Background: an optimization exercise with open tools, aiming at small area and a short achievable clock period. Do not read the settings as production practice. RTL that was checked went through simulation tests only; none was proved equivalent to the original. No functional check of the RTL was part of runs 3 to 6.

[design/flow/config.mk]
export PLATFORM = sky130hd
export DESIGN_NAME = softmax
export DESIGN_NICKNAME = softmax
export VERILOG_FILES = /design/flow/design.v
export SDC_FILE = /design/flow/constraint.sdc
export NUM_CORES = 4
export LEC_CHECK = 0
export CAP_MARGIN = 40
export CORE_MARGIN = 2
export CORE_UTILIZATION = 65
export CTS_CLUSTER_DIAMETER = 100
export CTS_CLUSTER_SIZE = 24
export SLEW_MARGIN = 60
[design/flow/constraint.sdc]
create_clock -name core_clock -period 33.0 [get_ports {clk}]
set_input_delay 6.6000 -clock core_clock [delete_from_list [all_inputs] [get_ports {clk}]]
set_output_delay 6.6000 -clock core_clock [all_outputs]
set_load 0.01 [all_outputs]
[design/flow/design.v]
module fifo_mux_2_1(in0, in1, sel, out);
  parameter br = 1;
  parameter bw = 8;
  input [br*bw-1:0] in0;
  input [br*bw-1:0] in1; 
  input sel;
  output [br*bw-1:0] out;
  wire sbar; 
  wire [br*bw-1:0] w1, w2, out;
  genvar i;
  not G01 (sbar, sel);
  for (i=0; i < br*bw ; i=i+1) begin : gen
     and G0  (w1[i], in0[i], sbar);
     and G1  (w2[i], in1[i], sel);
     or  G2  (out[i], w1[i], w2[i]);
  end
 endmodule
module fifo_mux_8_1 (out, sel, in0, in1, in2, in3, in4, in5, in6, in7 );
  parameter bw = 4;
  parameter br = 1;
  input  [2:0 ] sel ;
  input  [br*bw-1:0] in0;
  input  [br*bw-1:0] in1;
  input  [br*bw-1:0] in2;
  input  [br*bw-1:0] in3;
  input  [br*bw-1:0] in4;
  input  [br*bw-1:0] in5;
  input  [br*bw-1:0] in6;
  input  [br*bw-1:0] in7;
  output [br*bw-1:0] out;
  wire   [br*bw-1:0] out_sub0_0, out_sub0_1, out_sub0_2, out_sub0_3 ;
  wire   [br*bw-1:0] out_sub1_0, out_sub1_1 ;
 fifo_mux_2_1 #(.bw(bw),.br(br)) fifo_mux_2_1a (.in0(in0), .in1(in1), .sel(sel[0]), .out(out_sub0_0));
 fifo_mux_2_1 #(.bw(bw),.br(br)) fifo_mux_2_1b (.in0(in2), .in1(in3), .sel(sel[0]), .out(out_sub0_1));
 fifo_mux_2_1 #(.bw(bw),.br(br)) fifo_mux_2_1c (.in0(in4), .in1(in5), .sel(sel[0]), .out(out_sub0_2));
 fifo_mux_2_1 #(.bw(bw),.br(br)) fifo_mux_2_1d (.in0(in6), .in1(in7), .sel(sel[0]), .out(out_sub0_3));
 fifo_mux_2_1 #(.bw(bw),.br(br)) fifo_mux_2_1e (.in0(out_sub0_0), .in1(out_sub0_1), .sel(sel[1]), .out(out_sub1_0));
 fifo_mux_2_1 #(.bw(bw),.br(br)) fifo_mux_2_1f (.in0(out_sub0_2), .in1(out_sub0_3), .sel(sel[1]), .out(out_sub1_1));
 fifo_mux_2_1 #(.bw(bw),.br(br)) fifo_mux_2_1g (.in0(out_sub1_0), .in1(out_sub1_1), .sel(sel[2]), .out(out));
endmodule
module fifo_depth8 (rd_clk, wr_clk, in, out, rd, wr, o_full, o_empty, reset);
  parameter br = 1;
  parameter bw = 4;
  parameter simd = 1;
  parameter lrf_depth = 1;
  input  rd_clk;
  input  wr_clk;
  input  rd;
  input  wr;
  input  reset;
  output o_full;
  output o_empty;
  input  [br*simd*bw-1:0] in;
  output [br*simd*bw-1:0] out;
  wire full, empty;
  reg [3:0] rd_ptr;
  reg [3:0] wr_ptr;
  reg [br*simd*bw-1:0] q0;
  reg [br*simd*bw-1:0] q1;
  reg [br*simd*bw-1:0] q2;
  reg [br*simd*bw-1:0] q3;
  reg [br*simd*bw-1:0] q4;
  reg [br*simd*bw-1:0] q5;
  reg [br*simd*bw-1:0] q6;
  reg [br*simd*bw-1:0] q7;
 assign empty = (wr_ptr == rd_ptr) ? 1'b1 : 1'b0 ;
 assign full  = ((wr_ptr[2:0] == rd_ptr[2:0]) && (wr_ptr[3] != rd_ptr[3])) ? 1'b1 : 1'b0;
 assign o_full  = full;
 assign o_empty = empty;
  fifo_mux_8_1 #(.bw(bw)) fifo_mux_16_1a (.in0(q0), .in1(q1), .in2(q2), .in3(q3), .in4(q4), .in5(q5), .in6(q6), .in7(q7),
                        	                        .sel(rd_ptr[2:0]), .out(out));
 always @ (posedge rd_clk) begin
   if (reset) begin
      rd_ptr <= 4'b0000;
   end
   else if ((rd == 1) && (empty == 0)) begin
      rd_ptr <= rd_ptr + 1;
   end
 end
 always @ (posedge wr_clk) begin
   if (reset) begin
      wr_ptr <= 4'b0000;
   end
   else begin 
      if ((wr == 1) && (full == 0)) begin
        wr_ptr <= wr_ptr + 1;
      end
      if (wr == 1) begin
        case (wr_ptr[2:0])
         3'b000   :    q0  <= in ;
         3'b001   :    q1  <= in ;
         3'b010   :    q2  <= in ;
         3'b011   :    q3  <= in ;
         3'b100   :    q4  <= in ;
         3'b101   :    q5  <= in ;
         3'b110   :    q6  <= in ;
         3'b111   :    q7  <= in ;
        endcase
      end
   end
 end
endmodule
module exp_lut (clk, wr, out, in, lut_in, reset);
parameter bw = 8;
output [bw-1:0] out ;
input  [bw-1:0] lut_in;
input  [bw/2-1:0] in;
input  clk;
input  wr;
input  reset;
reg	[bw-1:0] lut_q0;
reg	[bw-1:0] lut_q1;
reg	[bw-1:0] lut_q2;
reg	[bw-1:0] lut_q3;
reg	[bw-1:0] lut_q4;
reg	[bw-1:0] lut_q5;
reg	[bw-1:0] lut_q6;
reg	[bw-1:0] lut_q7;
reg	[bw-1:0] lut_q8;
reg	[bw-1:0] lut_q9;
reg	[bw-1:0] lut_q10;
reg	[bw-1:0] lut_q11;
reg	[bw-1:0] lut_q12;
reg	[bw-1:0] lut_q13;
reg	[bw-1:0] lut_q14;
reg	[bw-1:0] lut_q15;
assign out = (in == 0) ? lut_q0 : 
   (in == 1) ?	lut_q1	:
   (in == 2) ?	lut_q2	:
   (in == 3) ?	lut_q3	:
   (in == 4) ?	lut_q4	:
   (in == 5) ?	lut_q5	:
   (in == 6) ?	lut_q6	:
   (in == 7) ?	lut_q7	:
   (in == 8) ?	lut_q8	:
   (in == 9) ?	lut_q9	:
   (in == 10) ?	lut_q10	:
   (in == 11) ?	lut_q11	:
   (in == 12) ?	lut_q12	:
   (in == 13) ?	lut_q13	:
   (in == 14) ?	lut_q14	:
   	        lut_q15 ; 	
always @ (posedge clk) begin
 if (wr) begin
   lut_q0   <= lut_in;
   lut_q1   <= lut_q0	;
   lut_q2   <= lut_q1	;
   lut_q3   <= lut_q2	;
   lut_q4   <= lut_q3	;
   lut_q5   <= lut_q4	;
   lut_q6   <= lut_q5	;
   lut_q7   <= lut_q6	;
   lut_q8   <= lut_q7	;
   lut_q9   <= lut_q8	;
   lut_q10  <= lut_q9	;
   lut_q11  <= lut_q10	;
   lut_q12  <= lut_q11	;
   lut_q13  <= lut_q12	;
   lut_q14  <= lut_q13	;
   lut_q15  <= lut_q14	;
  end
end
endmodule
`timescale 1ns/1ps
module softmax (clk, out, in, lut_wr, execute, fetch, reset, mode);
parameter bw  = 8;
parameter col = 8;
input mode;
input  [col*bw-1:0] in;
input  clk;
input  execute;
input  [1:0] lut_wr;
input  reset, fetch;
output [col*bw-1:0] out;
reg  [63:0]  in_q;
reg  [1:0]   wr_q;
reg          mode_q, exe_q;
reg  [127:0] hi_t;
reg  [127:0] lo_t;
reg  [511:0] fq;           
reg  [13:0]  sum_q;
reg  [63:0]  out_q;
reg  [3:0]   cnt;          
reg  [2:0]   fcnt;         
reg          div_start;
reg  [111:0] rem_q;
reg  [47:0]  quo_q;
reg push_q, sen_q, sclr_q, oen_q;
reg busy_a, busy_na, busy_b, busy_nb;
reg dsel_a, dsel_na;
wire m0 = ~mode_q;
wire m1 = mode_q;
wire push_n = (m0 & exe_q & (cnt == 4'd0)) |
              (m1 & (cnt >= 4'd1) & (cnt <= 4'd8)) |
              (m1 & fetch & (fcnt == 3'd0));
wire sen_n  = (m0 & exe_q & (cnt == 4'd1)) |
              (m1 & (cnt >= 4'd2) & (cnt <= 4'd9));
wire sclr_n = (m0 & exe_q & (cnt == 4'd1)) |
              (m1 & (cnt == 4'd2));
wire busy_n = (m0 & exe_q & ((cnt == 4'd3) | (cnt == 4'd4) | (cnt == 4'd0))) |
              (m1 & fetch & (fcnt <= 3'd2));
wire oen_n  = (m0 & exe_q & div_start & (cnt == 4'd0)) |
              (m1 & fetch & (fcnt == 3'd2));
wire [63:0] e_vec;
reg  [10:0] tsum;
integer k;
always @(*) begin
   tsum = 11'd0;
   for (k = 0; k < 8; k = k + 1)
      tsum = tsum + fq[8*k +: 8];
end
wire sz = (sum_q == 14'd0);
wire [111:0] rem_n;
wire [47:0]  quo_n;
wire [63:0]  res;
genvar i, j, c;
for (i = 0; i < 8; i = i + 1) begin : lane
   wire [3:0] a = in_q[8*i+7 : 8*i+4];
   wire [3:0] b = in_q[8*i+3 : 8*i];
   wire [7:0] h = hi_t[8*a +: 8];
   wire [7:0] l = lo_t[8*b +: 8];
   wire [7:0] ps [0:7];     
   wire [7:0] pc [0:7];     
   assign ps[0] = h & {8{l[0]}};
   assign pc[0] = 8'd0;
   for (j = 1; j < 8; j = j + 1) begin : row
      for (c = 0; c < 8; c = c + 1) begin : col
         wire x = h[c] & l[j];
         wire y = (c < 7) ? ps[j-1][c+1] : 1'b0;
         wire z = pc[j-1][c];
         assign ps[j][c] = x ^ y ^ z;
         assign pc[j][c] = (x & y) | (z & (x ^ y));
      end
   end
   wire [7:0] fs, fc;
   for (c = 0; c < 8; c = c + 1) begin : fin
      assign fs[c] = (c < 7) ? ps[7][c+1] : 1'b0;
      assign fc[c] = pc[7][c];
   end
   assign e_vec[8*i +: 8] = fs + fc;
   wire        dsel = (i < 4) ? dsel_a : ~dsel_na;
   wire        busy = (i < 2) ? busy_a : (i < 4) ? ~busy_na :
                      (i < 6) ? busy_b : ~busy_nb;
   wire [7:0]  d  = dsel ? fq[448+8*i +: 8] : fq[8*i +: 8];
   wire [13:0] rs = busy ? rem_q[14*i +: 14] : {6'd0, d};
   wire [15:0] d1 = {1'b0, rs, 1'b0} - {2'b0, sum_q};
   wire        q1 = ~d1[15];
   wire [13:0] r1 = q1 ? d1[13:0] : {rs[12:0], 1'b0};
   wire [15:0] d2 = {1'b0, r1, 1'b0} - {2'b0, sum_q};
   wire        q2 = ~d2[15];
   wire [13:0] r2 = q2 ? d2[13:0] : {r1[12:0], 1'b0};
   wire        kill = ~busy & ({6'd0, d} == sum_q);
   assign rem_n[14*i +: 14] = kill ? 14'd0 : r2;
   assign quo_n[6*i +: 6]   = {quo_q[6*i +: 4], kill ? {sz, sz} : {q1, q2}};
   assign res[8*i +: 8]     = {quo_q[6*i +: 6], q1, q2};
end
assign out = out_q;
always @(posedge clk) begin
   in_q   <= in;
   wr_q   <= lut_wr;
   mode_q <= mode;
   dsel_a  <= mode;
   dsel_na <= ~mode;
   busy_b  <= busy_n;
   busy_nb <= ~busy_n;
   if (wr_q[1]) hi_t <= {hi_t[63:0], in_q};
   if (wr_q[0]) lo_t <= {lo_t[63:0], in_q};
   if (push_q) fq <= {fq[447:0], e_vec};
   if (sen_q)  sum_q <= (sclr_q ? 14'd0 : sum_q) + {3'd0, tsum};
   rem_q <= rem_n;
   quo_q <= quo_n;
   if (oen_q) out_q <= res;
end
always @(posedge clk) begin
   if (reset) begin
      exe_q     <= 1'b0;
      cnt       <= 4'd0;
      fcnt      <= 3'd0;
      div_start <= 1'b0;
      push_q    <= 1'b0;
      sen_q     <= 1'b0;
      sclr_q    <= 1'b0;
      busy_a    <= 1'b0;
      busy_na   <= 1'b1;
      oen_q     <= 1'b0;
   end
   else begin
      exe_q  <= execute;
      push_q <= push_n;
      sen_q  <= sen_n;
      sclr_q <= sclr_n;
      busy_a  <= busy_n;
      busy_na <= ~busy_n;
      oen_q  <= oen_n;
      if (m0) begin
         if (exe_q) begin
            cnt <= (cnt == 4'd4) ? 4'd0 : cnt + 4'd1;
            if (cnt == 4'd2) div_start <= 1'b1;
         end
      end
      else begin
         if (exe_q || cnt != 4'd0)
            cnt <= (cnt == 4'd12) ? 4'd0 : cnt + 4'd1;
      end
      if (!exe_q)
         div_start <= 1'b0;
      if (fetch)
         fcnt <= (fcnt == 3'd4) ? 3'd0 : fcnt + 3'd1;
      else
         fcnt <= 3'd0;
   end
end
endmodule
[design/flow/flow/run.sh]
#!/bin/bash
# The standard layout, with stronger port buffers than the flow's default
# choice (a delay cell), so that the output ports are driven by a plain buffer.
set -euo pipefail
export BUFFER_PORTS_ARGS="-buffer_cell sky130_fd_sc_hd__buf_4"
bash standard.sh > standard.log 2>&1
[design/flow/standard.sh]
#!/bin/bash
# synth_recipe.tcl (not shown) runs the flow's synth.tcl, then flattens the netlist and writes it again
# the make line also repeats each setting of config.mk as NAME=value (left out here)
make -C /OpenROAD-flow-scripts/flow DESIGN_CONFIG=/design/flow/config.mk WORK_HOME=/design/flow/orfs CLKGATE_MAP_FILE= SYNTH_SCRIPT=/design/flow/synth_recipe.tcl "${@:-finish}"
==> results of run 1 <==
[final timing paths]
check | end | cells past startpoint
worst max-delay path | out[18] | 1
worst min-delay path | quo_q[15]$_DFF_P_ | 0
worst min register to register | quo_q[15]$_DFF_P_ | 0
worst max register to register | fq[62]$_DFFE_PP_ | 21
[placed cells by master, fill, tap and decap left out, drive strengths merged, types with 242 or more instances in the layout]
master    n
nand2   287
fa      359
dfxtp   245
ha      383
a21oi   242
buf     256
inv     432
nor2    274
mux4    632
and2    352
edfxtp  846
[state kept, by name (all words and copies together) (netlist names), 2 cells and up]
name	flops
cnt	4
fcnt	3
fq	512
hi_t	128
in_q	64
lo_t	128
out_q	64
quo_q	48
rem_q	112
sum_q	14
wr_q	2
[final cells by class]
class / count / area [um2]
clock buffer: 91 / 1560
sequential: 1091 / 30400
tap: 1512 / 1890
antenna: 1 / 2.50
inverter: 427 / 1600
fill: 8009 / 34300
timing repair buffer: 257 / 2250
multi-input combinational: 3851 / 42300
clock inverter: 14 / 200
[metrics by stage]
step | cells | hold slack [ns]
floorplan | 5589 | 0.327
global placement | 7118 | 0.328
detailed placement | 7132 | 0.333
CTS | 7237 | 0.353
global route | 7243 | 0.352
finish | 7244 | 0.351
[cells by family (layout without fill, tap and decap cells)]
kind of cell    after synthesis  after routing
fa+ha+maj                   742            742
flops                      1091           1091
other cells                   0              1
mux                         871            871
compound gates              744            744
xor+xnor                    252            252
buf+inv                     647            789
simple gates               1242           1242
[worst reg2reg max path: cells and delay by family (launching register included)]
family / cells / cell delay, ns
adder cells (fa/ha/maj): 9 / 3.67
flip-flops: 1 / 0.33
AND/OR/NAND/NOR: 1 / 0.23
AO/OA/AOI/OAI: 7 / 1.34
XOR/XNOR: 1 / 0.09
multiplexers: 2 / 1.25
buffers and inverters: 1 / 0.38
[metal layers]
metal | GRT usage, % | up-vias | part of all wire [%]
met3 | 5.94 | 434 | 8.3
met4 | 17.3 | 0 | 6.4
met2 | 52.9 | 2154 | 48
met1 | 42.3 | 23878 | 38
met5 | 0 | - | 0
li1 | - | 21127 | -
==> summary.txt, run 1 <==
## STA
- 127 MHz — FMAX
- 58.4% — Rel. slew slack
- no — setup repair after global routing missed its margin
- 0 ns — Setup TNS
- 0.0281 ns — final clock skew
- 0 — number of max-slew violations in the final report
- 0 — Final Hold Viols
- 7.87 ns — minimum period implied by the final worst setup slack
- 0 — Setup Viol. Count Final
- 23.8% — fin crit share
- 25.13 ns — final worst-path setup slack
- 0.624 ns — Slew @ Worst Pin

## Global route
- 81 — maximum number of pins on one net before global-route repair
- 47273 — number of global-route vias before repair
- 0 — antenna violations before repair
- 0 — total overflow reported by the global router
- 32.6% — total routing resource utilization after global routing
- 288 mm — first-pass GRT wire length

## Critical path
- 1 — Crit Path Max Fanout
- sky130_fd_sc_hd__edfxtp_1 — slowest cell on the critical path
- 1.27 ns — CP arrival
- flip-flop — type of element launching the critical path
- flip-flops — largest delay contributor family on the critical path
- reg2out — class of the most critical setup path
- 1 — WP buf/inv
- out_q[18]$_DFFE_PP_ — critical path startpoint
- 26.40 ns — required time of the critical path
- buf_4 — chain of cells forming the critical path
- output port — Critical Path End Type
- 0.40 ns — critical path's largest stage delay
- 25.47 ns — worst setup slack for register-to-register paths
- in_q[56]$_DFF_P_ — launch instance of the worst register-to-register path

## Placement
- 134 — port buffer count
- 0.926 — routability cong.
- 78300 um2 — Placed Area
- 136 mm — placed wire-length estimate after detailed placement
- 25.47 ns — worst setup slack before clock tree synthesis

## Clock tree
- 2 — Max H-tree Level
- 56 — total clock buffers created by CTS
- sky130_fd_sc_hd__clkbuf_16 — clock root buffer master
- 0.10 ns — CTS clock-pin slew for the worst setup and hold paths
- 0 — Resized cells post-CTS
- 3 — Clock Path Buffers
- 0 — setup repair bufs after CTS
- 0 — post-cts hold buffer count
- 0.72 ns — worst-skew pair later-pin latency
- built — clock tree from TritonCTS
- 1091 — Sinks on Clock Net

## Floorplan
- 344 um — horizontal die dimension
- 118000 um2 — die footprint
- 65.6% — starting density of the core
- 135 — boundary pin count
- 124 — site row count
- 344 um — die extent in y
- 115000 um2 — placeable core region

## Route
- 5 — number of search-and-repair iterations in the first detailed-routing pass
- 6.57 — vias per cell
- 47593 — total vias in the final route
- 0 — total DRC errors in the routed layout
- 0 — residual antenna-violating net count after detailed routing
- 26.2 um — routed length per placed instance
- 190 mm — final routed wirelength across all metal layers
- 4392 — DR iter-0 viols

## Outcome
- timing/DRC/antenna clean — result of the run

## Job
- 0 — max-cap viol count

## Finish
- 21.2% — ratio of cells with drive above 1 in the final layout
- 70.1% — end-of-flow core utilization
- 6.85% — area added between synthesis and finish
- 80200 um2 — post-layout instance area
- 6497 — nets@finish

## Hold path
- reg2reg — worst hold path class
- quo_q[13]$_DFF_P_ — launch point of the worst hold path

## Synth
- 6.50% — Compound-Gate Fraction of Synth Area
- 1091 — total of flip-flops plus latches after synthesis
- sky130_fd_sc_hd__edfxtp_1 (34%), sky130_fd_sc_hd__mux4_2 (19%), sky130_fd_sc_hd__fa_1 (9.6%), sky130_fd_sc_hd__dfxtp_1 (6.5%), sky130_fd_sc_hd__ha_1 (6.4%) — top cells by area in the synthesized netlist
- 75100 um2 — area of the mapped netlist
- 16.0% — adder-cell share of the synthesized area
- 40.4% — sequential fraction of the synthesis area
- 8.44% — simple-gate portion of the synthesized area
- sky130_fd_sc_hd__edfxtp_1 — Post-synth top flop
- 846 — Post-synth EDFFs
- 88 — number of distinct library cells after synthesis
- 5589 — Syn Inst Count
- 22.4% — mux share of post-synthesis cell area
- 1 — YS warnings
- sky130_fd_sc_hd__edfxtp_1 — count leader, synth
- multiplexers — largest family of logic cells by synthesized area
- sky130_fd_sc_hd__edfxtp_1 (846), sky130_fd_sc_hd__mux4_2 (632), sky130_fd_sc_hd__inv_1 (416) — leading post-synthesis cells by instance count
- 13.4 um2 — synthesized area per cell
- 6402 — net count after synthesis
- sky130_fd_sc_hd__edfxtp_1 — biggest area consumer among synthesized cells
- 2.94% — Post-Synth XOR/XNOR Area
- 0% — proportion of register bits with asynchronous set or reset after synthesis
- 33.8% — Yosys top cell area share

==> run 2, diff against run 1 <==
--- a/design/flow/config.mk
+++ b/design/flow/config.mk
@@ -7,7 +7,7 @@
 export LEC_CHECK = 0
 export CAP_MARGIN = 40
 export CORE_MARGIN = 2
-export CORE_UTILIZATION = 65
+export CORE_UTILIZATION = 80
 export CTS_CLUSTER_DIAMETER = 100
 export CTS_CLUSTER_SIZE = 24
 export SLEW_MARGIN = 60
==> run 2 against run 1 <==
- hold slack improved by 0.0011 ns
- synthesized cell count unchanged
- first-iteration DRC count increased by 74%
- non-clock buffer count decreased by 4
- still clean
- clock skew increased by 0.017 ns
- maximum frequency decreased by 2.4%
- flip-flop and latch count unchanged
- wire length increased by 13%
- largest cell class unchanged
- global-route usage increased by 13 points
- critical endpoint is now fq[22]$_DFFE_PP_
- register-to-register slack got worse by 0.53 ns
- final area decreased by 0.52%
==> summary.txt, run 2 <==
## Critical path
- sky130_fd_sc_hd__mux4_2 — slowest cell on the critical path
- adder cells — largest delay contributor family on the critical path
- 0.69 ns — critical path's largest stage delay
- reg2reg — class of the most critical setup path
- sky130_fd_sc_hd__fa_1 — most numerous cell on the critical path
- flip-flop — Critical Path End Type
- 33.48 ns — required time of the critical path
- flip-flop — type of element launching the critical path
- 8.54 ns — CP arrival
- 5 — WP buf/inv
- 28 — Crit Path Max Fanout
- in_q[20]$_DFF_P_ — launch instance of the worst register-to-register path
- in_q[20]$_DFF_P_ — critical path startpoint

## Finish
- 512 — number of flip-flops under the largest register name
- fq x512, hi_t x128, lo_t x128 — leading registers by flop count
- fq — register ranked first by flip-flop count
- 85.6% — end-of-flow core utilization
- sky130_fd_sc_hd__edfxtp_1 — most common cell after layout, fill and taps aside
- 4217 — fillers
- 42400 um2 — total area of multi-input combinational cells
- 6.29% — area added between synthesis and finish
- 30400 um2 — register area
- 21.1% — ratio of cells with drive above 1 in the final layout
- 6490 — nets@finish
- sky130_fd_sc_hd__edfxtp_1 (846), sky130_fd_sc_hd__mux4_2 (632), sky130_fd_sc_hd__inv_1 (416) — most used cells in the layout excluding fill and tap cells
- 6980 — final std cells w/o fill

## Global route
- 0 — total overflow reported by the global router
- 81 — maximum number of pins on one net before global-route repair
- met2 — most heavily used metal layer in global routing
- 52.8% — met1 Track Usage GR
- 318 mm — first-pass GRT wire length
- 52693 — number of global-route vias before repair
- 5 — antenna violations before repair
- 14.3% — global-route track usage on met3
- 45.1% — total routing resource utilization after global routing
- 70.5% — met2 Track Usage GR

## Placement
- 142 mm — placed wire-length estimate after detailed placement
- 6866 — number of placed instances with taps included
- 24.98 ns — worst setup slack before clock tree synthesis
- 134 — port buffer count
- 0.984 — routability cong.

## Synth
- 13.4 um2 — synthesized area per cell
- 6402 — net count after synthesis
- 33.8% — Yosys top cell area share
- sky130_fd_sc_hd__edfxtp_1 (846), sky130_fd_sc_hd__mux4_2 (632), sky130_fd_sc_hd__inv_1 (416) — leading post-synthesis cells by instance count
- sky130_fd_sc_hd__edfxtp_1 (34%), sky130_fd_sc_hd__mux4_2 (19%), sky130_fd_sc_hd__fa_1 (9.6%), sky130_fd_sc_hd__dfxtp_1 (6.5%), sky130_fd_sc_hd__ha_1 (6.4%) — top cells by area in the synthesized netlist
- 846 — Post-synth EDFFs
- sky130_fd_sc_hd__edfxtp_1 — biggest area consumer among synthesized cells
- sky130_fd_sc_hd__edfxtp_1 — count leader, synth
- 88 — number of distinct library cells after synthesis
- 75100 um2 — area of the mapped netlist
- 0% — proportion of register bits with asynchronous set or reset after synthesis
- sky130_fd_sc_hd__edfxtp_1 — Post-synth top flop
- 1091 — total of flip-flops plus latches after synthesis
- 40.4% — sequential fraction of the synthesis area
- 1 — YS warnings
- 5589 — Syn Inst Count

## Hold path
- quo_q[26]$_DFF_P_ — launch point of the worst hold path
- reg2reg — worst hold path class

## STA
- 0 — number of max-slew violations in the final report
- 8.06 ns — minimum period implied by the final worst setup slack
- 24.4% — fin crit share
- no — setup repair after global routing missed its margin
- 0.0454 ns — final clock skew
- 0 ns — Setup TNS
- 58.5% — Rel. slew slack
- 0 — Setup Viol. Count Final
- 0.605 ns — Slew @ Worst Pin
- 24.94 ns — final worst-path setup slack
- 0 — Final Hold Viols
- 124 MHz — FMAX

## Clock tree
- 3 — Clock Path Buffers
- 0 — Resized cells post-CTS
- 1091 — Sinks on Clock Net
- built — clock tree from TritonCTS
- 0.10 ns — CTS clock-pin slew for the worst setup and hold paths
- 0 — setup repair bufs after CTS
- 0.75 ns — worst-skew pair later-pin latency
- 2 — Max H-tree Level
- 0 — post-cts hold buffer count
- sky130_fd_sc_hd__clkbuf_16 — clock root buffer master
- 53 — total clock buffers created by CTS

## Route
- 214 mm — final routed wirelength across all metal layers
- 0 — total DRC errors in the routed layout
- 7649 — DR iter-0 viols
- 52100 — total vias in the final route
- 7.46 — vias per cell
- 0 — residual antenna-violating net count after detailed routing
- 8 — number of search-and-repair iterations in the first detailed-routing pass
- 30.7 um — routed length per placed instance

## Job
- 0 — max-cap viol count

## Floorplan
- 93200 um2 — placeable core region
- 135 — boundary pin count
- 80.6% — starting density of the core
- 112 — site row count
- 310 um — horizontal die dimension
- 310 um — die extent in y
- 96300 um2 — die footprint

## Outcome
- timing/DRC/antenna clean — result of the run

## run 2: cell count changes in the layout (fill, tap and decap cells not counted), sizes merged
| cell | before | now |
|---|---|---|
| clkinvlp | 2 | 0 |
| inv | 432 | 429 |
| clkinv | 7 | 6 |
| clkbuf | 92 | 97 |
| buf | 256 | 247 |
| diode | 1 | 5 |
## run 2: cell families (layout without fill, tap and decap cells)
kind of cell	after synthesis	in the layout	share of synthesized area [%]
flops	1091	1091	40.4
buf+inv	647	779	3.41
simple gates	1242	1242	8.44
mux	871	871	22.4
xor+xnor	252	252	2.94
other cells	0	5	0
fa+ha+maj	742	742	16.0
compound gates	744	744	6.50
## run 2: cell type report
type | count | share of cell area, %
multi-input cells | 3851 | 53.1
flip-flops and latches | 1091 | 38.1
repair buffers | 253 | 2.83
inverters | 427 | 2.01
well taps | 1254 | 1.97
clock buffers | 91 | 1.86
clock inverters | 8 | 0.138
diodes | 5 | 0.0157
## run 2: layer usage
metal	vias to the layer above	wire [um]
met5	-	0
met4	0	21300
met3	1327	28700
met2	4472	98100
met1	25191	66400
li1	21110	-
## run 2: stage by stage
stage / hold slack (ns) / cell area (um2)
after floorplan: 0.327 / 75100
after global placement: 0.328 / 77500
after detailed placement: 0.334 / 77900
after CTS: 0.354 / 79500
after global routing: 0.359 / 79800
final: 0.353 / 79800
## run 2: worst register-to-register path: stages, from the launching register on
cell	delay [ns]
sky130_fd_sc_hd__dfxtp_2	0.48
sky130_fd_sc_hd__buf_6	0.40
sky130_fd_sc_hd__mux4_2	0.64
sky130_fd_sc_hd__mux4_2	0.69
sky130_fd_sc_hd__and2_1	0.25
sky130_fd_sc_hd__ha_1	0.30
sky130_fd_sc_hd__fa_1	0.58
sky130_fd_sc_hd__fa_1	0.47
sky130_fd_sc_hd__fa_1	0.42
sky130_fd_sc_hd__inv_1	0.10
sky130_fd_sc_hd__fa_1	0.43
sky130_fd_sc_hd__fa_1	0.55
sky130_fd_sc_hd__inv_1	0.06
sky130_fd_sc_hd__ha_1	0.24
sky130_fd_sc_hd__a2111oi_1	0.41
sky130_fd_sc_hd__o21ai_0	0.17
sky130_fd_sc_hd__o21a_1	0.17
sky130_fd_sc_hd__ha_1	0.25
sky130_fd_sc_hd__inv_1	0.12
sky130_fd_sc_hd__fa_1	0.23
sky130_fd_sc_hd__inv_1	0.07
sky130_fd_sc_hd__a21oi_1	0.15
sky130_fd_sc_hd__o21bai_1	0.12
sky130_fd_sc_hd__a21o_1	0.21
sky130_fd_sc_hd__a21oi_1	0.20
sky130_fd_sc_hd__xnor2_1	0.11
## run 2: path summary, 6_finish.rpt
| path | end | slack, ns | depth (start not counted) |
|---|---|---|---|
| setup / recovery | fq[22]$_DFFE_PP_ | 24.94 | 25 |
| hold / removal | quo_q[28]$_DFF_P_ | 0.35 | 0 |
| setup reg to reg | fq[22]$_DFFE_PP_ | 24.94 | 25 |
| hold reg to reg | quo_q[28]$_DFF_P_ | 0.35 | 0 |
==> run 3, diff against run 2 <==
--- a/design/flow/design.v
+++ b/design/flow/design.v
@@ -213,31 +213,14 @@
 wire [111:0] rem_n;
 wire [47:0]  quo_n;
 wire [63:0]  res;
-genvar i, j, c;
+genvar i;
 for (i = 0; i < 8; i = i + 1) begin : lane
    wire [3:0] a = in_q[8*i+7 : 8*i+4];
    wire [3:0] b = in_q[8*i+3 : 8*i];
    wire [7:0] h = hi_t[8*a +: 8];
    wire [7:0] l = lo_t[8*b +: 8];
-   wire [7:0] ps [0:7];     
-   wire [7:0] pc [0:7];     
-   assign ps[0] = h & {8{l[0]}};
-   assign pc[0] = 8'd0;
-   for (j = 1; j < 8; j = j + 1) begin : row
-      for (c = 0; c < 8; c = c + 1) begin : col
-         wire x = h[c] & l[j];
-         wire y = (c < 7) ? ps[j-1][c+1] : 1'b0;
-         wire z = pc[j-1][c];
-         assign ps[j][c] = x ^ y ^ z;
-         assign pc[j][c] = (x & y) | (z & (x ^ y));
-      end
-   end
-   wire [7:0] fs, fc;
-   for (c = 0; c < 8; c = c + 1) begin : fin
-      assign fs[c] = (c < 7) ? ps[7][c+1] : 1'b0;
-      assign fc[c] = pc[7][c];
-   end
-   assign e_vec[8*i +: 8] = fs + fc;
+   wire [15:0] p = h * l;
+   assign e_vec[8*i +: 8] = p[15:8];
    wire        dsel = (i < 4) ? dsel_a : ~dsel_na;
    wire        busy = (i < 2) ? busy_a : (i < 4) ? ~busy_na :
                       (i < 6) ? busy_b : ~busy_nb;
==> design/flow/config.mk (replaced) <==
export PLATFORM = sky130hd
export DESIGN_NAME = softmax
export DESIGN_NICKNAME = softmax
export VERILOG_FILES = /design/flow/design.v
export SDC_FILE = /design/flow/constraint.sdc
export NUM_CORES = 4
export LEC_CHECK = 0
export CAP_MARGIN = 20
export CORE_MARGIN = 2
export CORE_UTILIZATION = 65
export CTS_CLUSTER_DIAMETER = 100
export CTS_CLUSTER_SIZE = 24
export SLEW_MARGIN = 20
==> run 3 against run 2 <==
- sequential share of layout area is 0.69 points lower
- maximum frequency is 2.5% higher
- die area up 25%
- via count fell by 6.5%
- cell count rose by 6.7%
- clock-buffer cell count is 4 lower
- synthesized cell count rose by 3.9%
- first-iteration DRC count is 45% lower
- setup slack improved by 0.19 ns
- hold slack worse by 0.0047 ns
- area after synthesis up 2.0%
- highest routed layer is now met5
==> summary.txt, run 3 <==
## Critical path
- flip-flops — largest delay contributor family on the critical path
- 26.40 ns — required time of the critical path
- reg2out — class of the most critical setup path
- sky130_fd_sc_hd__edfxtp_1 — slowest cell on the critical path
- 1 — Crit Path Max Fanout
- flip-flop — type of element launching the critical path
- buf_4 — chain of cells forming the critical path
- output port — Critical Path End Type
- 25.54 ns — worst setup slack for register-to-register paths
- 1.27 ns — CP arrival
- 0.39 ns — critical path's largest stage delay
- 1 — WP buf/inv

## Placement
- 7342 — number of placed instances with taps included
- 134 — port buffer count
- 79400 um2 — Placed Area
- 0.931 — routability cong.
- 135 mm — placed wire-length estimate after detailed placement

## Synth
- 846 — Post-synth EDFFs
- sky130_fd_sc_hd__edfxtp_1 — Post-synth top flop
- 76600 um2 — area of the mapped netlist
- sky130_fd_sc_hd__edfxtp_1 — count leader, synth
- 6715 — net count after synthesis
- 5806 — Syn Inst Count
- 1 — YS warnings
- 82 — number of distinct library cells after synthesis
- 33.2% — Yosys top cell area share
- sky130_fd_sc_hd__edfxtp_1 (846), sky130_fd_sc_hd__mux4_2 (632), sky130_fd_sc_hd__ha_1 (495) — leading post-synthesis cells by instance count
- 1091 — total of flip-flops plus latches after synthesis
- 13.2 um2 — synthesized area per cell
- 39.6% — sequential fraction of the synthesis area
- sky130_fd_sc_hd__edfxtp_1 (33%), sky130_fd_sc_hd__mux4_2 (19%), sky130_fd_sc_hd__fa_1 (9.0%), sky130_fd_sc_hd__ha_1 (8.1%), sky130_fd_sc_hd__dfxtp_1 (6.4%) — top cells by area in the synthesized netlist
- 0% — proportion of register bits with asynchronous set or reset after synthesis
- sky130_fd_sc_hd__edfxtp_1 — biggest area consumer among synthesized cells

## STA
- 22.4% — Rel. slew slack
- 127 MHz — FMAX
- 0 ns — Setup TNS
- 0 — Final Hold Viols
- 0 — number of max-slew violations in the final report
- 23.8% — fin crit share
- no — setup repair after global routing missed its margin
- 1.16 ns — Slew @ Worst Pin
- 0.0469 ns — final clock skew
- 7.87 ns — minimum period implied by the final worst setup slack
- 0 — Setup Viol. Count Final

## Clock tree
- 2 — Max H-tree Level
- 56 — total clock buffers created by CTS
- 1091 — Sinks on Clock Net
- 0 — Resized cells post-CTS
- 3 — Clock Path Buffers
- built — clock tree from TritonCTS
- 0.74 ns — worst-skew pair later-pin latency
- 0 — post-cts hold buffer count
- sky130_fd_sc_hd__clkbuf_16 — clock root buffer master
- 0.10 ns — CTS clock-pin slew for the worst setup and hold paths
- 0 — setup repair bufs after CTS

## Global route
- 0 — total overflow reported by the global router
- 48987 — number of global-route vias before repair
- 2 — antenna violations before repair
- 190 — maximum number of pins on one net before global-route repair
- 32.1% — total routing resource utilization after global routing
- 293 mm — first-pass GRT wire length

## Outcome
- timing/DRC/antenna clean — result of the run

## Hold path
- reg2reg — worst hold path class

## Finish
- 30300 um2 — register area
- 6.00% — area added between synthesis and finish
- 8160 — fillers
- fq — register ranked first by flip-flop count
- 7448 — final std cells w/o fill
- fq x512, hi_t x128, lo_t x128 — leading registers by flop count
- 19.2% — ratio of cells with drive above 1 in the final layout
- 512 — number of flip-flops under the largest register name
- sky130_fd_sc_hd__edfxtp_1 (846), sky130_fd_sc_hd__mux4_2 (632), sky130_fd_sc_hd__ha_1 (495) — most used cells in the layout excluding fill and tap cells
- 43600 um2 — total area of multi-input combinational cells
- sky130_fd_sc_hd__edfxtp_1 — most common cell after layout, fill and taps aside
- 6785 — nets@finish
- 81200 um2 — post-layout instance area

## Route
- 4196 — DR iter-0 viols
- 0 — total DRC errors in the routed layout
- 25.6 um — routed length per placed instance
- 6.54 — vias per cell
- 5 — number of search-and-repair iterations in the first detailed-routing pass
- 48730 — total vias in the final route
- 0 — residual antenna-violating net count after detailed routing
- 191 mm — final routed wirelength across all metal layers

## Floorplan
- 125 — site row count
- 117000 um2 — placeable core region
- 65.7% — starting density of the core
- 347 um — horizontal die dimension
- 135 — boundary pin count
- 347 um — die extent in y
- 121000 um2 — die footprint

## Job
- 0 — max-cap viol count

[run 3: cell types whose count changed in the layout (fill, tap and decap cells not counted), sizes merged, moves of 14 or more]
cell   before  now
mux2i      96  129
nor2      274  319
buf       247  229
nor3       55   70
ha        383  495
and3       14   31
a21oi     242  228
inv       429  492
fa        359  343
o21ai     146  120
nand2     287  271
xor2       59   77
[run 3: worst paths after layout]
check                                    startpoint                    end  depth (start not counted)
worst max-delay path            out_q[35]$_DFFE_PP_                out[35]                          1
worst min-delay path              quo_q[20]$_DFF_P_      quo_q[22]$_DFF_P_                          0
worst max register to register      dsel_na$_DFF_P_  rem_q[101]$_SDFF_PP0_                         22
worst min register to register    quo_q[20]$_DFF_P_      quo_q[22]$_DFF_P_                          0
[run 3: cell families (layout without fill, tap and decap cells)]
logic type / after synthesis / after routing / share of synthesized area (%)
mux: 898 / 898 / 22.3
xor+xnor: 267 / 267 / 3.05
fa+ha+maj: 838 / 838 / 17.1
simple gates: 1336 / 1336 / 8.83
buf+inv: 703 / 820 / 3.55
flops: 1091 / 1091 / 39.6
other cells: 0 / 1 / 0
compound gates: 673 / 673 / 5.64
[run 3: final cells by class]
class | instances | share of cell area, %
diodes | 1 | 0.00308
clock buffers | 87 | 1.87
clock inverters | 18 | 0.271
inverters | 486 | 2.25
multi-input cells | 4012 | 53.7
flip-flops and latches | 1091 | 37.4
well taps | 1524 | 2.35
repair buffers | 229 | 2.14
[run 3: through the flow]
step	worst slack, ns	hold WS (ns)	util, %
6_report	25.13	0.348	69.7
5_1_grt	24.77	0.361	69.7
4_1_cts	25.08	0.353	69.7
3_5_place_dp	25.39	0.337	68.2
3_3_place_gp	25.41	0.330	68.2
2_1_floorplan	20.57	0.327	-
[run 3: per-layer routing]
layer / part of all wire [%] / vias up / GRT usage [%]
met5: 0.0068 / - / 0
met4: 6.7 / 2 / 17.8
met2: 47 / 2204 / 51.6
met1: 38 / 24244 / 41.8
met3: 8.3 / 532 / 5.75
li1: - / 21748 / -
[run 3: worst reg2reg max path, stage by stage, from the launching register on]
cell and delay (ns):
sky130_fd_sc_hd__dfxtp_2 0.46, sky130_fd_sc_hd__buf_4 0.41, sky130_fd_sc_hd__mux2i_1 0.40, sky130_fd_sc_hd__a21oi_1 0.18, sky130_fd_sc_hd__ha_1 0.31, sky130_fd_sc_hd__nor2b_1 0.13, sky130_fd_sc_hd__o21a_1 0.20, sky130_fd_sc_hd__o21ai_0 0.34
sky130_fd_sc_hd__a211oi_1 0.20, sky130_fd_sc_hd__o41ai_1 0.52, sky130_fd_sc_hd__a21o_1 0.26, sky130_fd_sc_hd__and2_1 0.55, sky130_fd_sc_hd__mux2_2 0.42, sky130_fd_sc_hd__ha_1 0.32, sky130_fd_sc_hd__o21ai_0 0.11, sky130_fd_sc_hd__a21boi_0 0.15
sky130_fd_sc_hd__o21a_1 0.22, sky130_fd_sc_hd__o21ai_0 0.32, sky130_fd_sc_hd__o21ai_0 0.25, sky130_fd_sc_hd__a41oi_1 0.61, sky130_fd_sc_hd__nand2_1 0.61, sky130_fd_sc_hd__mux2i_1 0.31, sky130_fd_sc_hd__nor2_1 0.05
==> run 4, diff against run 3 <==
--- a/design/flow/design.v
+++ b/design/flow/design.v
@@ -179,6 +179,7 @@
 reg  [127:0] lo_t;
 reg  [511:0] fq;           
 reg  [13:0]  sum_q;
+reg          any_q, many_q;    
 reg  [63:0]  out_q;
 reg  [3:0]   cnt;          
 reg  [2:0]   fcnt;         
@@ -209,18 +210,49 @@
    for (k = 0; k < 8; k = k + 1)
       tsum = tsum + fq[8*k +: 8];
 end
-wire sz = (sum_q == 14'd0);
+wire [7:0] nzl;
+genvar n;
+for (n = 0; n < 8; n = n + 1) begin : nz
+   assign nzl[n] = |fq[8*n +: 8];
+end
+reg c2;
+integer m, u;
+always @(*) begin
+   c2 = 1'b0;
+   for (m = 0; m < 8; m = m + 1)
+      for (u = m + 1; u < 8; u = u + 1)
+         c2 = c2 | (nzl[m] & nzl[u]);
+end
+wire c1 = |nzl;
+wire one = any_q & ~many_q;     
 wire [111:0] rem_n;
 wire [47:0]  quo_n;
 wire [63:0]  res;
-genvar i;
+genvar i, j, c;
 for (i = 0; i < 8; i = i + 1) begin : lane
    wire [3:0] a = in_q[8*i+7 : 8*i+4];
    wire [3:0] b = in_q[8*i+3 : 8*i];
    wire [7:0] h = hi_t[8*a +: 8];
    wire [7:0] l = lo_t[8*b +: 8];
-   wire [15:0] p = h * l;
-   assign e_vec[8*i +: 8] = p[15:8];
+   wire [7:0] ps [0:7];     
+   wire [7:0] pc [0:7];     
+   assign ps[0] = h & {8{l[0]}};
+   assign pc[0] = 8'd0;
+   for (j = 1; j < 8; j = j + 1) begin : row
+      for (c = 0; c < 8; c = c + 1) begin : col
+         wire x = h[c] & l[j];
+         wire y = (c < 7) ? ps[j-1][c+1] : 1'b0;
+         wire z = pc[j-1][c];
+         assign ps[j][c] = x ^ y ^ z;
+         assign pc[j][c] = (x & y) | (z & (x ^ y));
+      end
+   end
+   wire [7:0] fs, fc;
+   for (c = 0; c < 8; c = c + 1) begin : fin
+      assign fs[c] = (c < 7) ? ps[7][c+1] : 1'b0;
+      assign fc[c] = pc[7][c];
+   end
+   assign e_vec[8*i +: 8] = fs + fc;
    wire        dsel = (i < 4) ? dsel_a : ~dsel_na;
    wire        busy = (i < 2) ? busy_a : (i < 4) ? ~busy_na :
                       (i < 6) ? busy_b : ~busy_nb;
@@ -232,9 +264,9 @@
    wire [15:0] d2 = {1'b0, r1, 1'b0} - {2'b0, sum_q};
    wire        q2 = ~d2[15];
    wire [13:0] r2 = q2 ? d2[13:0] : {r1[12:0], 1'b0};
-   wire        kill = ~busy & ({6'd0, d} == sum_q);
+   wire        kill = ~busy & one;
    assign rem_n[14*i +: 14] = kill ? 14'd0 : r2;
-   assign quo_n[6*i +: 6]   = {quo_q[6*i +: 4], kill ? {sz, sz} : {q1, q2}};
+   assign quo_n[6*i +: 6]   = {quo_q[6*i +: 4], kill ? 2'b00 : {q1, q2}};
    assign res[8*i +: 8]     = {quo_q[6*i +: 6], q1, q2};
 end
 assign out = out_q;
@@ -249,7 +281,11 @@
    if (wr_q[1]) hi_t <= {hi_t[63:0], in_q};
    if (wr_q[0]) lo_t <= {lo_t[63:0], in_q};
    if (push_q) fq <= {fq[447:0], e_vec};
-   if (sen_q)  sum_q <= (sclr_q ? 14'd0 : sum_q) + {3'd0, tsum};
+   if (sen_q) begin
+      sum_q  <= (sclr_q ? 14'd0 : sum_q) + {3'd0, tsum};
+      any_q  <= (~sclr_q & any_q) | c1;
+      many_q <= (~sclr_q & (many_q | (any_q & c1))) | c2;
+   end
    rem_q <= rem_n;
    quo_q <= quo_n;
    if (oen_q) out_q <= res;
--- a/design/flow/config.mk
+++ b/design/flow/config.mk
@@ -5,9 +5,9 @@
 export SDC_FILE = /design/flow/constraint.sdc
 export NUM_CORES = 4
 export LEC_CHECK = 0
-export CAP_MARGIN = 20
+export CAP_MARGIN = 40
 export CORE_MARGIN = 2
 export CORE_UTILIZATION = 65
 export CTS_CLUSTER_DIAMETER = 100
 export CTS_CLUSTER_SIZE = 24
-export SLEW_MARGIN = 20
+export SLEW_MARGIN = 60
==> run 4 against run 3 <==
- sequential share of layout area up 0.66 points
- clock skew fell by 0.0051 ns
- critical path depth unchanged
- cell count down 2.0%
- critical path type unchanged
==> summary.txt, run 4 <==
## STA
- 23.9% — fin crit share
- 25.13 ns — final worst-path setup slack
- 0 ns — Setup TNS
- 0.350 ns — Final Hold Slack
- 0.0418 ns — final clock skew
- 0 — Setup Viol. Count Final
- 0 — Final Hold Viols
- 127 MHz — FMAX
- 0 — number of max-slew violations in the final report
- no — setup repair after global routing missed its margin
- 7.87 ns — minimum period implied by the final worst setup slack
- 58.0% — Rel. slew slack
- 0.630 ns — Slew @ Worst Pin

## Synth
- 16.1% — adder-cell share of the synthesized area
- sky130_fd_sc_hd__edfxtp_1 (34%), sky130_fd_sc_hd__mux4_2 (19%), sky130_fd_sc_hd__fa_1 (9.6%), sky130_fd_sc_hd__dfxtp_1 (6.6%), sky130_fd_sc_hd__ha_1 (6.4%) — top cells by area in the synthesized netlist
- 74800 um2 — area of the mapped netlist
- 90 — number of distinct library cells after synthesis
- multiplexers — largest family of logic cells by synthesized area
- 1 — YS warnings
- 40.6% — sequential fraction of the synthesis area
- 8.77% — simple-gate portion of the synthesized area
- 848 — Post-synth EDFFs
- 21.6% — mux share of post-synthesis cell area
- 5639 — Syn Inst Count
- sky130_fd_sc_hd__edfxtp_1 — Post-synth top flop
- sky130_fd_sc_hd__edfxtp_1 — biggest area consumer among synthesized cells
- 6452 — net count after synthesis
- sky130_fd_sc_hd__edfxtp_1 (848), sky130_fd_sc_hd__mux4_2 (632), sky130_fd_sc_hd__inv_1 (452) — leading post-synthesis cells by instance count
- sky130_fd_sc_hd__edfxtp_1 — count leader, synth
- 0% — proportion of register bits with asynchronous set or reset after synthesis
- 34.0% — Yosys top cell area share
- 7.33% — Compound-Gate Fraction of Synth Area
- 2.14% — Post-Synth XOR/XNOR Area
- 1093 — total of flip-flops plus latches after synthesis
- 13.3 um2 — synthesized area per cell

## Finish
- 20.2% — ratio of cells with drive above 1 in the final layout
- 6553 — nets@finish
- sky130_fd_sc_hd__edfxtp_1 — most common cell after layout, fill and taps aside
- fq x512, hi_t x128, lo_t x128 — leading registers by flop count
- 70.1% — end-of-flow core utilization
- fq — register ranked first by flip-flop count
- sky130_fd_sc_hd__edfxtp_1 (848), sky130_fd_sc_hd__mux4_2 (632), sky130_fd_sc_hd__inv_1 (449) — most used cells in the layout excluding fill and tap cells
- 80000 um2 — post-layout instance area
- 6.98% — area added between synthesis and finish
- 512 — number of flip-flops under the largest register name

## Floorplan
- 135 — boundary pin count
- 343 um — die extent in y
- 65.5% — starting density of the core
- 118000 um2 — die footprint
- 343 um — horizontal die dimension
- 114000 um2 — placeable core region
- 124 — site row count

## Clock tree
- 2 — Max H-tree Level
- 0 — post-cts hold buffer count
- built — clock tree from TritonCTS
- sky130_fd_sc_hd__clkbuf_16 — clock root buffer master
- 0.74 ns — worst-skew pair later-pin latency
- 3 — Clock Path Buffers
- 57 — total clock buffers created by CTS
- 0 — setup repair bufs after CTS
- 0.10 ns — CTS clock-pin slew for the worst setup and hold paths
- 1093 — Sinks on Clock Net
- 0 — Resized cells post-CTS

## Job
- 0 — max-cap viol count

## Critical path
- 23 — R2R cell count
- 0.39 ns — critical path's largest stage delay
- in_q[60]$_DFF_P_ — launch instance of the worst register-to-register path
- output port — Critical Path End Type
- 1 — Crit Path Max Fanout
- 1.27 ns — CP arrival
- buf_4 — chain of cells forming the critical path
- flip-flop — type of element launching the critical path
- fq[63]$_DFFE_PP_ — reg-to-reg endpoint
- reg2out — class of the most critical setup path
- 25.52 ns — worst setup slack for register-to-register paths
- flip-flops — largest delay contributor family on the critical path
- 1 — WP buf/inv
- 26.40 ns — required time of the critical path
- sky130_fd_sc_hd__edfxtp_1 — slowest cell on the critical path

## Route
- 0 — total DRC errors in the routed layout
- 6 — number of search-and-repair iterations in the first detailed-routing pass
- 4910 — DR iter-0 viols
- 190 mm — final routed wirelength across all metal layers
- 0 — residual antenna-violating net count after detailed routing
- 48445 — total vias in the final route
- 26.0 um — routed length per placed instance
- 6.64 — vias per cell

## Hold path
- quo_q[13]$_SDFF_PP0_ — launch point of the worst hold path
- 0 — number of instances on the worst hold path
- reg2reg — worst hold path class
- quo_q[15]$_DFF_P_ — hold path endpoint

## Placement
- 78100 um2 — Placed Area
- 25.45 ns — worst setup slack before clock tree synthesis
- 134 — port buffer count
- 0.954 — routability cong.
- 137 mm — placed wire-length estimate after detailed placement

## Global route
- 48063 — number of global-route vias before repair
- 0 — total overflow reported by the global router
- 73 — maximum number of pins on one net before global-route repair
- 290 mm — first-pass GRT wire length
- 32.7% — total routing resource utilization after global routing
- 2 — antenna violations before repair

## Outcome
- timing/DRC/antenna clean — result of the run

[run 4: worst max-delay path by stage]
stage,start,to,slack (ns),cells after the start
final,out_q[52]$_DFFE_PP_,out[52],25.13,1
after global routing,in_q[60]$_DFF_P_,fq[63]$_DFFE_PP_,24.96,23
after CTS,out_q[62]$_DFFE_PP_,out[62],25.05,1
after detailed placement,in_q[60]$_DFF_P_,fq[63]$_DFFE_PP_,25.45,23
after global placement,in_q[48]$_DFF_P_,fq[54]$_DFFE_PP_,25.48,24
after floorplan,push_q$_SDFF_PP0_,fq[0]$_DFFE_PP_,20.57,0
[run 4: final cells by class]
type,instances,area [um2]
multi-input combinational,3875,41900
antenna,1,2.50
clock inverter,20,254
timing repair buffer,259,2260
fill,7960,34200
inverter,454,1700
tap,1512,1890
sequential,1093,30400
clock buffer,87,1560
[run 4: layer usage]
metal / wire length [um] / up-vias / track usage, %
li1: - / 21411 / -
met1: 70300 / 23958 / 42.9
met2: 87500 / 2541 / 51.4
met3: 17900 / 535 / 6.40
met4: 13900 / 0 / 19.1
met5: 0 / - / 0
[run 4: per-stage QoR]
stage	cells
floorplan	5639
global placement	7170
detailed placement	7187
CTS	7294
global route	7300
finish	7301
[run 4: logic make-up after synthesis]
| group | after synthesis |
|---|---|
| adders and majority gates | 745 |
| buffers and inverters | 671 |
| and+or+nand+nor | 1302 |
| muxes | 811 |
| DFF | 1093 |
| xor gates and xnor gates | 183 |
| AOI/OAI and AO/OA | 834 |
==> run 5, diff against run 4 <==
--- a/design/flow/config.mk
+++ b/design/flow/config.mk
@@ -10,4 +10,4 @@
 export CORE_UTILIZATION = 65
 export CTS_CLUSTER_DIAMETER = 100
 export CTS_CLUSTER_SIZE = 24
-export SLEW_MARGIN = 60
+export SLEW_MARGIN = 40
==> run 5 against run 4 <==
- still clean
- largest cell class unchanged
- register-to-register slack lost 0.10 ns
- clock skew shrank 0.014 ns
- critical endpoint is now out[5]
- highest routed layer unchanged
- maximum frequency shrank 0.24%
- hold slack gained 0.0043 ns
- setup slack lost 0.019 ns
- critical path type unchanged
- first-iteration DRC count shrank 0.31%
- flip-flop and latch count is the same
==> summary.txt, run 5 <==
## Job
- 0 — max-cap viol count

## STA
- 23.9% — fin crit share
- 127 MHz — FMAX
- 0 — number of max-slew violations in the final report
- 0.929 ns — Slew @ Worst Pin
- 0.354 ns — Final Hold Slack
- 7.89 ns — minimum period implied by the final worst setup slack
- 0.0277 ns — final clock skew
- 38.0% — Rel. slew slack
- 0 ns — Setup TNS
- 0 — Setup Viol. Count Final
- 0 — Final Hold Viols
- no — setup repair after global routing missed its margin

## Global route
- 90 — maximum number of pins on one net before global-route repair
- 289 mm — first-pass GRT wire length
- 0 — total overflow reported by the global router
- 48092 — number of global-route vias before repair
- 32.7% — total routing resource utilization after global routing
- 3 — antenna violations before repair

## Route
- 6 — number of search-and-repair iterations in the first detailed-routing pass
- 4895 — DR iter-0 viols
- 189 mm — final routed wirelength across all metal layers
- 48458 — total vias in the final route
- 26.0 um — routed length per placed instance
- 71.4 mm — wire length the detailed router placed on met1
- 88.1 mm — met2 wire length
- 6.65 — vias per cell
- 0 — residual antenna-violating net count after detailed routing
- met4 — top routing layer in use
- 0 — total DRC errors in the routed layout
- 16.8 mm — met3 layer wire length in the routed design

## Synth
- sky130_fd_sc_hd__edfxtp_1 (34%), sky130_fd_sc_hd__mux4_2 (19%), sky130_fd_sc_hd__fa_1 (9.6%), sky130_fd_sc_hd__dfxtp_1 (6.6%), sky130_fd_sc_hd__ha_1 (6.4%) — top cells by area in the synthesized netlist
- sky130_fd_sc_hd__edfxtp_1 — biggest area consumer among synthesized cells
- 1 — YS warnings
- 0% — proportion of register bits with asynchronous set or reset after synthesis
- 5639 — Syn Inst Count
- 34.0% — Yosys top cell area share
- 90 — number of distinct library cells after synthesis
- 6452 — net count after synthesis
- sky130_fd_sc_hd__edfxtp_1 — Post-synth top flop
- 848 — Post-synth EDFFs
- 74800 um2 — area of the mapped netlist
- sky130_fd_sc_hd__edfxtp_1 — count leader, synth
- sky130_fd_sc_hd__edfxtp_1 (848), sky130_fd_sc_hd__mux4_2 (632), sky130_fd_sc_hd__inv_1 (452) — leading post-synthesis cells by instance count
- 40.6% — sequential fraction of the synthesis area
- 1093 — total of flip-flops plus latches after synthesis
- 13.3 um2 — synthesized area per cell

## Finish
- sky130_fd_sc_hd__edfxtp_1 — most common cell after layout, fill and taps aside
- 41800 um2 — total area of multi-input combinational cells
- 7285 — final std cells w/o fill
- fq x512, hi_t x128, lo_t x128 — leading registers by flop count
- 512 — number of flip-flops under the largest register name
- 7961 — fillers
- sky130_fd_sc_hd__edfxtp_1 (848), sky130_fd_sc_hd__mux4_2 (632), sky130_fd_sc_hd__inv_1 (452) — most used cells in the layout excluding fill and tap cells
- 6.35% — area added between synthesis and finish
- 19.5% — ratio of cells with drive above 1 in the final layout
- 30400 um2 — register area
- 6537 — nets@finish
- fq — register ranked first by flip-flop count

## Critical path
- 1.29 ns — CP arrival
- 26.40 ns — required time of the critical path
- 1 — Crit. path cell count
- 1 — Crit Path Max Fanout
- 25.42 ns — worst setup slack for register-to-register paths
- 0.41 ns — critical path's largest stage delay
- buf_4 — chain of cells forming the critical path
- 23 — R2R cell count
- flip-flop — type of element launching the critical path
- in_q[61]$_DFF_P_ — launch instance of the worst register-to-register path
- fq[63]$_DFFE_PP_ — reg-to-reg endpoint
- out_q[5]$_DFFE_PP_ — critical path startpoint
- output port — Critical Path End Type
- sky130_fd_sc_hd__edfxtp_1 — slowest cell on the critical path
- reg2out — class of the most critical setup path
- 1 — WP buf/inv
- flip-flops — largest delay contributor family on the critical path

## Hold path
- reg2reg — worst hold path class
- quo_q[26]$_DFF_P_ — launch point of the worst hold path
- quo_q[28]$_DFF_P_ — hold path endpoint
- 0 — number of instances on the worst hold path

## Floorplan
- 135 — boundary pin count
- 343 um — horizontal die dimension
- 124 — site row count
- 343 um — die extent in y
- 118000 um2 — die footprint
- 114000 um2 — placeable core region
- 65.5% — starting density of the core

## Outcome
- timing/DRC/antenna clean — result of the run

## Clock tree
- 0.73 ns — worst-skew pair later-pin latency
- sky130_fd_sc_hd__clkbuf_16 — clock root buffer master
- 2 — Max H-tree Level
- 0 — post-cts hold buffer count
- built — clock tree from TritonCTS
- 0.10 ns — CTS clock-pin slew for the worst setup and hold paths
- 0 — setup repair bufs after CTS
- 1093 — Sinks on Clock Net
- 0 — Resized cells post-CTS
- 57 — total clock buffers created by CTS
- 3 — Clock Path Buffers

## Placement
- 0.954 — routability cong.
- 134 — port buffer count
- 7173 — number of placed instances with taps included
- 136 mm — placed wire-length estimate after detailed placement

run 5: kinds of logic (layout without fill, tap and decap cells):
logic type	count (synthesis)	after routing	share of synthesized area [%]
flip-flops	1093	1093	40.6
XOR/XNOR	183	183	2.14
AND/OR/NAND/NOR	1302	1302	8.77
other	0	1	0
multiplexers	811	811	21.6
AO/OA/AOI/OAI	834	834	7.33
buffers and inverters	671	804	3.53
adder cells (fa/ha/maj)	745	745	16.1
run 5: how the worst max path moves through the flow:
stage	endpoint	slack, ns
after floorplan	fq[0]$_DFFE_PP_	20.57
after global placement	fq[54]$_DFFE_PP_	25.48
after detailed placement	fq[63]$_DFFE_PP_	25.41
after CTS	out[5]	25.05
after global routing	fq[63]$_DFFE_PP_	24.95
final	out[5]	25.11
run 5: cell type report:
class,instances,area share [%]
Clock inverter,20,0.330
Timing Repair Buffer,243,2.38
Sequential cell,1093,38.2
Multi-Input combinational cell,3875,52.6
Tap cell,1512,2.38
Inverter,454,2.14
Clock buffer,87,1.95
Antenna cell,1,0.00315
run 5: metrics by stage:
stage	utilization (%)	setup slack [ns]	cell area (um2)
2_1_floorplan	-	20.57	74800
3_3_place_gp	67.9	25.48	77600
3_5_place_dp	68.0	25.41	77600
4_1_cts	69.6	25.05	79400
5_1_grt	69.7	24.95	79500
6_report	69.7	25.11	79500
run 5: per-layer routing:
layer	vias up	track usage, %
met4	0	18.3
met5	-	0
met3	486	5.72
met2	2484	51.6
met1	24137	43.4
li1	21351	-
==> run 6, diff against run 5 <==
--- a/design/flow/config.mk
+++ b/design/flow/config.mk
@@ -5,9 +5,9 @@
 export SDC_FILE = /design/flow/constraint.sdc
 export NUM_CORES = 4
 export LEC_CHECK = 0
-export CAP_MARGIN = 40
+export CAP_MARGIN = 60
 export CORE_MARGIN = 2
 export CORE_UTILIZATION = 65
 export CTS_CLUSTER_DIAMETER = 100
 export CTS_CLUSTER_SIZE = 24
-export SLEW_MARGIN = 40
+export SLEW_MARGIN = 80
==> run 6 against run 5 <==
- area after synthesis unchanged
- cell count is 5.6% higher
- register-to-register slack improved by 0.19 ns
- wire length up 4.5%
- first-iteration DRC count grew 11%
- largest cell class unchanged
==> summary.txt, run 6 <==
## STA
- 25.12 ns — final worst-path setup slack
- no — setup repair after global routing missed its margin
- 0 — Final Hold Viols
- 78.6% — Rel. slew slack
- 0 ns — Setup TNS
- 7.88 ns — minimum period implied by the final worst setup slack
- 0.312 ns — Slew @ Worst Pin
- 0 — Setup Viol. Count Final
- 0 — number of max-slew violations in the final report
- 0.0446 ns — final clock skew
- 23.9% — fin crit share
- 127 MHz — FMAX

## Finish
- fq — register ranked first by flip-flop count
- 14.0% — area added between synthesis and finish
- sky130_fd_sc_hd__edfxtp_1 (848), sky130_fd_sc_hd__mux4_2 (600), sky130_fd_sc_hd__inv_1 (442) — most used cells in the layout excluding fill and tap cells
- 6943 — nets@finish
- fq x512, hi_t x128, lo_t x128 — leading registers by flop count
- 74.7% — end-of-flow core utilization
- 26.9% — ratio of cells with drive above 1 in the final layout
- sky130_fd_sc_hd__edfxtp_1 — most common cell after layout, fill and taps aside
- 7338 — fillers
- 512 — number of flip-flops under the largest register name
- 0 — antenna diode instance count

## Clock tree
- 57 — total clock buffers created by CTS
- sky130_fd_sc_hd__clkbuf_16 — clock root buffer master
- 0.10 ns — CTS clock-pin slew for the worst setup and hold paths
- 1093 — Sinks on Clock Net
- 0 — post-cts hold buffer count
- 0 — setup repair bufs after CTS
- 2 — Max H-tree Level
- 0.74 ns — worst-skew pair later-pin latency
- 0 — Resized cells post-CTS
- built — clock tree from TritonCTS
- 3 — Clock Path Buffers

## Route
- 0 — total DRC errors in the routed layout
- 50698 — total vias in the final route
- 198 mm — final routed wirelength across all metal layers
- 0 — residual antenna-violating net count after detailed routing
- 25.7 um — routed length per placed instance
- 6.59 — vias per cell
- 7 — number of search-and-repair iterations in the first detailed-routing pass
- 5418 — DR iter-0 viols

## Critical path
- 26.40 ns — required time of the critical path
- buf_4 — chain of cells forming the critical path
- 1 — Crit Path Max Fanout
- 24 — R2R cell count
- 1 — WP buf/inv
- 0.41 ns — critical path's largest stage delay
- output port — Critical Path End Type
- flip-flops — largest delay contributor family on the critical path
- reg2out — class of the most critical setup path
- 1.28 ns — CP arrival
- 1 — Crit. path cell count
- flip-flop — type of element launching the critical path
- sky130_fd_sc_hd__edfxtp_1 — slowest cell on the critical path

## Job
- 0 — max-cap viol count

## Floorplan
- 124 — site row count
- 114000 um2 — placeable core region
- 65.5% — starting density of the core
- 118000 um2 — die footprint
- 343 um — horizontal die dimension
- 343 um — die extent in y
- 135 — boundary pin count

## Placement
- 134 — port buffer count
- 25.60 ns — worst setup slack before clock tree synthesis
- 147 mm — placed wire-length estimate after detailed placement
- 0.954 — routability cong.

## Outcome
- timing/DRC/antenna clean — result of the run

## Synth
- 13.3 um2 — synthesized area per cell
- sky130_fd_sc_hd__edfxtp_1 — biggest area consumer among synthesized cells
- 2.14% — Post-Synth XOR/XNOR Area
- 7.33% — Compound-Gate Fraction of Synth Area
- sky130_fd_sc_hd__edfxtp_1 — Post-synth top flop
- 21.6% — mux share of post-synthesis cell area
- 0% — proportion of register bits with asynchronous set or reset after synthesis
- 16.1% — adder-cell share of the synthesized area
- 1 — YS warnings
- 74800 um2 — area of the mapped netlist
- sky130_fd_sc_hd__edfxtp_1 (848), sky130_fd_sc_hd__mux4_2 (632), sky130_fd_sc_hd__inv_1 (452) — leading post-synthesis cells by instance count
- 848 — Post-synth EDFFs
- 34.0% — Yosys top cell area share
- 90 — number of distinct library cells after synthesis
- sky130_fd_sc_hd__edfxtp_1 — count leader, synth
- 6452 — net count after synthesis
- sky130_fd_sc_hd__edfxtp_1 (34%), sky130_fd_sc_hd__mux4_2 (19%), sky130_fd_sc_hd__fa_1 (9.6%), sky130_fd_sc_hd__dfxtp_1 (6.6%), sky130_fd_sc_hd__ha_1 (6.4%) — top cells by area in the synthesized netlist
- 5639 — Syn Inst Count
- 1093 — total of flip-flops plus latches after synthesis
- 40.6% — sequential fraction of the synthesis area
- 8.77% — simple-gate portion of the synthesized area
- multiplexers — largest family of logic cells by synthesized area

## Global route
- 33.7% — total routing resource utilization after global routing
- 49877 — number of global-route vias before repair
- 0 — total overflow reported by the global router
- 299 mm — first-pass GRT wire length
- 1 — antenna violations before repair
- 49 — maximum number of pins on one net before global-route repair

## Hold path
- reg2reg — worst hold path class
- 0 — number of instances on the worst hold path

[run 6: final timing paths]
path,slack (ns),start,endpoint
setup / recovery,25.12,out_q[5]$_DFFE_PP_,out[5]
setup reg to reg,25.61,in_q[8]$_DFF_P_,fq[14]$_DFFE_PP_
hold reg to reg,0.35,quo_q[24]$_SDFF_PP0_,quo_q[26]$_DFF_P_
hold / removal,0.35,quo_q[24]$_SDFF_PP0_,quo_q[26]$_DFF_P_
[run 6: cell families after synthesis]
kind of cell	count (synthesis)
muxes	811
buffers and inverters	671
xor gates and xnor gates	183
AOI/OAI and AO/OA	834
DFF	1093
adders and majority gates	745
and+or+nand+nor	1302
[run 6: per-layer routing]
layer / vias to the layer above / wire length, um / track usage (%)
met5: - / 0 / 0
met4: 0 / 14000 / 19.8
met3: 638 / 18800 / 6.42
met2: 2893 / 92000 / 53.1
met1: 24957 / 72800 / 44.1
li1: 22210 / - / -
[run 6: per-stage QoR]
stage / hold WS, ns / instance area (um2) / cells
3_3_place_gp: 0.328 / 77600 / 7170
5_1_grt: 0.358 / 85300 / 7691
4_1_cts: 0.354 / 84100 / 7588
2_1_floorplan: 0.327 / 74800 / 5639
6_report: 0.354 / 85300 / 7691
3_5_place_dp: 0.334 / 82200 / 7480
[run 6: cell type report]
class	count	area, um2	share of cell area, %
repair buffers	649	6280	7.36
well taps	1512	1890	2.22
clock buffers	90	1570	1.84
inverters	454	1710	2.01
clock inverters	18	274	0.321
flip-flops and latches	1093	30500	35.7
multi-input cells	3875	43100	50.5

## re-timing with driven ports
The flow's constraints put no driver on any port. The routed layouts listed below were extracted and timed again, unchanged, in two steps.
Step 1: set_driving_cell puts a clkbuf_16 on clk and a buf_2 on each other input, an assumption about the parent block.
Step 2 adds t to the input delays and takes it off the output delays; t is the mean of the earliest and latest rising clock arrival at the registers after step 1. Input paths then give back, and output paths get back, about the clock's delay inside the block.
a / b / c = ideal ports / drivers / drivers and shift; a / b = the first two.
run	shift t [ns]	slack for setup (ns)	worst hold slack (ns)	worst setup path at the end	worst data-port slew with drivers (ns)
run 1	0.782	25.134 / 25.055 / 25.474	0.351 / 0.351 / 0.351	register to register	0.06
run 2	0.806	24.937 / 24.937 / 24.937	0.353 / 0.353 / 0.353	register to register	0.06
run 3	0.793	25.131 / 25.054 / 25.391	0.348 / 0.348 / 0.348	input to register	0.04
run 4	0.794	25.126 / 25.046 / 25.517	0.350 / 0.350 / 0.350	register to register	0.06
run 5	0.794	25.107 / 25.029 / 25.418	0.354 / 0.354 / 0.354	register to register	0.07
run 6	0.795	25.115 / 25.035 / 25.605	0.354 / 0.354 / 0.354	input to register	0.06
After both steps every run listed still meets setup and hold.
